Background: an optimization exercise with open tools, aiming at small area, a short achievable clock period and few clock cycles. Do not read the settings as production practice. At most, simulation tests tie the RTL to the original design; equivalence was not proved. Power and IR drop assume default switching activity.

Design LASER, start of the top module:
module LASER (
    input CLK,
    input RST,
    input  [3:0] X,
    input  [3:0] Y,
    output [3:0] C1X,
    output [3:0] C1Y,
    output [3:0] C2X,
    output [3:0] C2Y,
    output reg DONE
);
Size in the first run: roughly 650 flip-flops, ~27 I/O pins, roughly 37000 µm² of cells after synthesis.
Settings: LEC_CHECK=0, ABC_AREA=1, CAP_MARGIN=20, CORE_MARGIN=2, CORE_UTILIZATION=40, SLEW_MARGIN=20, SETUP_SLACK_MARGIN=7.5; clock period 11.0 ns.
standard.sh (not shown) runs the stock make flow with config.mk's settings and CLKGATE_MAP_FILE= SYNTH_SCRIPT=/design/flow/synth_recipe.tcl, a recipe that flattens the netlist after the stock synthesis.
==> flow/flow/run.sh <==
#!/bin/bash
set -e
cp standard.sh standard.sh.log.txt 2>/dev/null || true
sed -i 's/^export SETUP_SLACK_MARGIN.*$//' config.mk
echo "export SETUP_SLACK_MARGIN = ${MARGIN:-7.5}" >> config.mk
bash standard.sh > standard.log 2>&1
Testbench counts at the start, summed over its fixed seeds: cycles 12,021.
==> next run, changes <==
--- a/flow/design.v
+++ b/flow/design.v
@@ -40,15 +40,24 @@
     Xr <= X;
     Yr <= Y;
     pt <= ~RST & ~scan & (cnt != 6'd40);
     for (i = 0; i < 16; i = i + 1) begin
         B[i] <= (clr ? 16'd0 : B[(i + 1) % 16]) | ((pt && yrow == i) ? (16'd1 << Xr) : 16'd0);
     end
 end
-reg  [16:0] h;
+reg  [16:0] hn;
+reg  [8:0]  sc4, sc3, sc2, sc0;
+integer sd;
+always @(posedge CLK)
+    for (sd = 0; sd < 9; sd = sd + 1) begin
+        sc4[sd] <= hn[12 - sd];
+        sc3[sd] <= hn[12 - sd + 1] | hn[12 - sd - 1] | hn[12 - sd + 2] | hn[12 - sd - 2];
+        sc2[sd] <= hn[12 - sd + 3] | hn[12 - sd - 3];
+        sc0[sd] <= hn[16 - sd] | hn[8 - sd];
+    end
 reg  [15:1] fxt;           
 wire [31:0] fge = {8'h00, fxt, 9'h1ff};
 reg  [8:0]  vrow;          
 wire [3:0]  ph_n = ph + 4'd1;
 integer vd;
 always @(posedge CLK)
     for (vd = 0; vd < 9; vd = vd + 1)
@@ -79,19 +88,18 @@
     end
 endfunction
 wire [8:0] B_w [0:15];                               
 generate
 for (gd = 0; gd < 9; gd = gd + 1) begin : g_row
     localparam integer D = gd - 4;
     wire valid = vrow[gd];
-    wire s4 = h[8 - D];
-    wire s3 = h[8 - D + 1] | h[8 - D - 1] | h[8 - D + 2] | h[8 - D - 2];
-    wire s2 = h[8 - D + 3] | h[8 - D - 3];
-    wire s0 = ((8 - D + 4) <= 16 ? h[(8 - D + 4) % 17] : 1'b0) |
-              ((8 - D - 4) >= 0  ? h[(8 - D - 4 + 17) % 17] : 1'b0);
+    wire s4 = sc4[gd];
+    wire s3 = sc3[gd];
+    wire s2 = sc2[gd];
+    wire s0 = sc0[gd];
     for (gc = 0; gc < 16; gc = gc + 1) begin : g_col
         wire le0 = fge[gc + 8]     & ~fge[gc + 8 + 1];
         wire le2 = fge[gc + 8 - 2] & ~fge[gc + 8 + 3];
         wire le3 = fge[gc + 8 - 3] & ~fge[gc + 8 + 4];
         wire le4 = fge[gc + 8 - 4] & ~fge[gc + 8 + 5];
         wire covf = (s4 & le4) | (s3 & le3) | (s2 & le2) | (s0 & le0);
         assign B_w[gc][gd] = B[(D + 16) % 16][gc] & valid & ~covf;
@@ -107,21 +115,22 @@
     ha = {a & b, a ^ b};
 endfunction
 wire [2:0] S2n [0:15];
 wire [2:0] S3n [0:15];
 generate
 for (gc = 0; gc < 16; gc = gc + 1) begin : g_vs
     wire [8:0] w = B_w[gc];
-    wire [1:0] f1 = fa(w[2], w[3], w[5]);
-    wire [1:0] f2 = fa(f1[0], w[4], w[6]);
+    wire [1:0] f1 = fa(w[2], w[3], w[4]);
+    wire [1:0] f2 = fa(f1[0], w[5], w[6]);
     wire [1:0] h1 = ha(f1[1], f2[1]);
     assign S2n[gc] = {h1[1], h1[0], f2[0]};
-    wire [1:0] f3 = fa(f2[0], w[1], w[7]);
-    wire [1:0] h2 = ha(h1[0], f3[1]);
-    assign S3n[gc] = {h1[1] | h2[1], h2[0], f3[0]};
+    wire [1:0] f3 = fa(w[1], w[7], w[5]);
+    wire [1:0] f4 = fa(f1[0], f3[0], w[6]);
+    wire [1:0] f5 = fa(f1[1], f3[1], f4[1]);
+    assign S3n[gc] = {f5[1], f5[0], f4[0]};
 end
 endgenerate
 reg [2:0] S2 [0:15];
 reg [2:0] S3 [0:15];
 reg [8:0] V_w [0:15];      
 reg       v1, sid1, fst1, lst1, wr1;    
 reg       restart;         
@@ -295,21 +304,21 @@
 always @(posedge CLK) begin
     if (~scan)
         fxt <= 15'd0;
     else if (fm_load)
         for (vd = 1; vd < 16; vd = vd + 1)
             fxt[vd] <= (best_pos[3:0] >= vd);
 end
-always @(posedge CLK) begin
+always @(*) begin
     if (~scan)
-        h <= hdec(ph1, 4'd0);
+        hn = hdec(ph1, 4'd0);
     else if (fm_load)
-        h <= hdec(ph1, best_pos[7:4]);
+        hn = hdec(ph1, best_pos[7:4]);
     else
-        h <= hdec(ph1, Fm[7:4]);
+        hn = hdec(ph1, Fm[7:4]);
 end
 always @(posedge CLK) begin
     if (~scan) begin
         icnt <= 4'd0;
         isid <= 1'b0;
         Fm   <= 8'd0;
     end else if (restart) begin
What happened: Routed wire length increases slightly; power is higher slightly; first-iteration DRC count grows by a little under a tenth; via count rises slightly; worst hold slack hardly moves; sequential power went up by a few percent; worst setup slack got worse by 0.10 ns; final cell count rises by a few percent.
Only the layout flow was run in the second run of this note; the RTL was not checked for function there.

========
Another version of the RTL of LASER (not shown whole).
Size in the first run: roughly 4500 cells after synthesis, about 670 flip-flops, ~27 I/O pins, about 0.038 mm^2 of cells after synthesis.
==> flow/config.mk <==
export PLATFORM = sky130hd
export DESIGN_NAME = LASER
export DESIGN_NICKNAME = LASER
export VERILOG_FILES = /design/flow/design.v
export SDC_FILE = /design/flow/constraint.sdc
export NUM_CORES = 4
export LEC_CHECK = 0
export ABC_AREA = 1
export CAP_MARGIN = 20
export CORE_MARGIN = 2
export CORE_UTILIZATION = 40
export CTS_CLUSTER_DIAMETER = 100
export CTS_CLUSTER_SIZE = 20
export SLEW_MARGIN = 20
export SETUP_SLACK_MARGIN = 7.5
export BUFFER_PORTS_ARGS = -buffer_cell sky130_fd_sc_hd__buf_2
==> flow/constraint.sdc <==
create_clock -name core_clock -period 11.0 [get_ports {CLK}]
set_input_delay 2.2000 -clock core_clock [delete_from_list [all_inputs] [get_ports {CLK}]]
set_output_delay 2.2000 -clock core_clock [all_outputs]
set_load 0.01 [all_outputs]
==> flow/flow/run.sh <==
#!/bin/bash
set -e
sed -i 's/^export SETUP_SLACK_MARGIN.*$//' config.mk
echo "export SETUP_SLACK_MARGIN = 7.5" >> config.mk
echo "export BUFFER_PORTS_ARGS = -buffer_cell sky130_fd_sc_hd__buf_2" >> config.mk
bash standard.sh > standard.log 2>&1
Then changed:
--- a/flow/design.v
+++ b/flow/design.v
@@ -7,17 +7,16 @@
     output [3:0] C1Y,
     output [3:0] C2X,
     output [3:0] C2Y,
     output reg DONE
 );
 reg        scan;           
 reg  [5:0] cnt;            
 reg  [3:0] ph;             
-reg  [3:0] ph1;            
 reg  [3:0] icnt;           
 reg        isid;           
 reg  [3:0] r0;             
 reg  [7:0] Fm;             
 reg        pv;             
 reg        role;           
 reg  [7:0] C1r, C2r;       
 wire [7:0] A = role ? C2r : C1r;
@@ -40,26 +39,17 @@
     RSTr <= RST;
     Xr <= X;
     Yr <= Y;
     pt <= ~RST & ~scan & (cnt != 6'd40);
     for (i = 0; i < 16; i = i + 1) begin
         B[i] <= (clr ? 16'd0 : B[(i + 1) % 16]) | ((pt && yrow == i) ? (16'd1 << Xr) : 16'd0);
     end
 end
-reg  [16:0] hn;
-reg  [8:0]  sc4, sc3, sc2, sc0;
-integer sd;
-always @(posedge CLK)
-    for (sd = 0; sd < 9; sd = sd + 1) begin
-        sc4[sd] <= hn[12 - sd];
-        sc3[sd] <= hn[12 - sd + 1] | hn[12 - sd - 1] | hn[12 - sd + 2] | hn[12 - sd - 2];
-        sc2[sd] <= hn[12 - sd + 3] | hn[12 - sd - 3];
-        sc0[sd] <= hn[16 - sd] | hn[8 - sd];
-    end
+reg  [16:0] h;
 reg  [15:1] fxt;           
 wire [31:0] fge = {8'h00, fxt, 9'h1ff};
 reg  [8:0]  vrow;          
 wire [3:0]  ph_n = ph + 4'd1;
 integer vd;
 always @(posedge CLK)
     for (vd = 0; vd < 9; vd = vd + 1)
         vrow[vd] <= ({2'b00, ph_n} + vd >= 4) && ({2'b00, ph_n} + vd <= 19);
@@ -88,20 +78,21 @@
         gt6 = g54 | (~l54 & g30);
     end
 endfunction
 wire [8:0] B_w [0:15];                               
 generate
 for (gd = 0; gd < 9; gd = gd + 1) begin : g_row
     localparam integer D = gd - 4;
     wire valid = vrow[gd];
-    wire s4 = sc4[gd];
-    wire s3 = sc3[gd];
-    wire s2 = sc2[gd];
-    wire s0 = sc0[gd];
+    wire s4 = h[8 - D];
+    wire s3 = h[8 - D + 1] | h[8 - D - 1] | h[8 - D + 2] | h[8 - D - 2];
+    wire s2 = h[8 - D + 3] | h[8 - D - 3];
+    wire s0 = ((8 - D + 4) <= 16 ? h[(8 - D + 4) % 17] : 1'b0) |
+              ((8 - D - 4) >= 0  ? h[(8 - D - 4 + 17) % 17] : 1'b0);
     for (gc = 0; gc < 16; gc = gc + 1) begin : g_col
         wire le0 = fge[gc + 8]     & ~fge[gc + 8 + 1];
         wire le2 = fge[gc + 8 - 2] & ~fge[gc + 8 + 3];
         wire le3 = fge[gc + 8 - 3] & ~fge[gc + 8 + 4];
         wire le4 = fge[gc + 8 - 4] & ~fge[gc + 8 + 5];
         wire covf = (s4 & le4) | (s3 & le3) | (s2 & le2) | (s0 & le0);
         assign B_w[gc][gd] = B[(D + 16) % 16][gc] & valid & ~covf;
     end
@@ -284,44 +275,43 @@
     end
 end
 always @(posedge CLK) begin
     if (RST) begin
         scan <= 1'b0;
         cnt  <= 6'd0;
         DONE <= 1'b0;
         ph   <= 4'd0;
-        ph1  <= 4'd1;
     end else begin
         DONE <= stop;
         ph   <= ph + 4'd1;
-        ph1  <= ph1 + 4'd1;
         if (~scan) begin
             cnt  <= read_last ? 6'd0 : cnt + 6'd1;
             scan <= read_last;
         end else if (stop) begin
             scan <= 1'b0;
         end
     end
 end
 wire       fm_load = restart | (icnt == 4'd15);
+wire [3:0] ph1 = ph + 4'd1;
 always @(posedge CLK) begin
     if (~scan)
         fxt <= 15'd0;
     else if (fm_load)
         for (vd = 1; vd < 16; vd = vd + 1)
             fxt[vd] <= (best_pos[3:0] >= vd);
 end
-always @(*) begin
+always @(posedge CLK) begin
     if (~scan)
-        hn = hdec(ph1, 4'd0);
+        h <= hdec(ph1, 4'd0);
     else if (fm_load)
-        hn = hdec(ph1, best_pos[7:4]);
+        h <= hdec(ph1, best_pos[7:4]);
     else
-        hn = hdec(ph1, Fm[7:4]);
+        h <= hdec(ph1, Fm[7:4]);
 end
 always @(posedge CLK) begin
     if (~scan) begin
         icnt <= 4'd0;
         isid <= 1'b0;
         Fm   <= 8'd0;
     end else if (restart) begin
         icnt <= 4'd0;
Die area goes down by 1.3%.
Design area goes down by 0.87%.
Non-clock buffer count goes up by 8.
Synthesized area goes down by 1.3%.
Hold slack hardly moves.
Sequential share of layout area goes down by 0.81 points.
Total power goes down by 2.5%.
Final cell count barely changes.
Wire length goes down by 8.2%.
Global-route usage goes down by 1.5 points.
Testbench counts after the change, summed over its fixed seeds: cycles 12,021.
Function not checked in the first run of this note: the RTL went through the layout flow alone.

## static timing again, ports no longer ideal
No port has a modelled driver above. Below, the same layouts with a new extraction and two added sets of constraints.
Step 1 (the two cells are an assumption about what drives the block):
set clk [get_ports {CLK}]
set_driving_cell -lib_cell sky130_fd_sc_hd__clkbuf_16 $clk
set_driving_cell -lib_cell sky130_fd_sc_hd__buf_2 [delete_from_list [all_inputs] $clk]
Step 2 times the ports against the registers' clock, not the clock port: input delays grow and output delays shrink by t, the midpoint of the rising clock arrivals with the driver on.
a / b / c = no drivers / after step 1 / after step 2; a / b = the first two.
| run | shift t [ns] | setup slack, ns | slew at the worst register clock pin (ns) |
|---|---|---|---|
| the first run of note 1 | 0.688 | 7.466 / 7.466 / 7.268 | 0.08 / 0.08 |
| the second run of note 1 | 0.697 | 7.364 / 7.364 / 7.364 | 0.07 / 0.07 |
| the first run of note 2 | 0.657 | 7.399 / 7.399 / 7.399 | 0.09 / 0.09 |
| the second run of note 2 | 0.663 | 7.459 / 7.459 / 7.459 | 0.10 / 0.10 |
After both steps setup and hold are still met in every run listed. The setup slack of the first run of note 1, which loses most, moves by 0.000 ns with the drivers and by -0.198 ns with both steps.
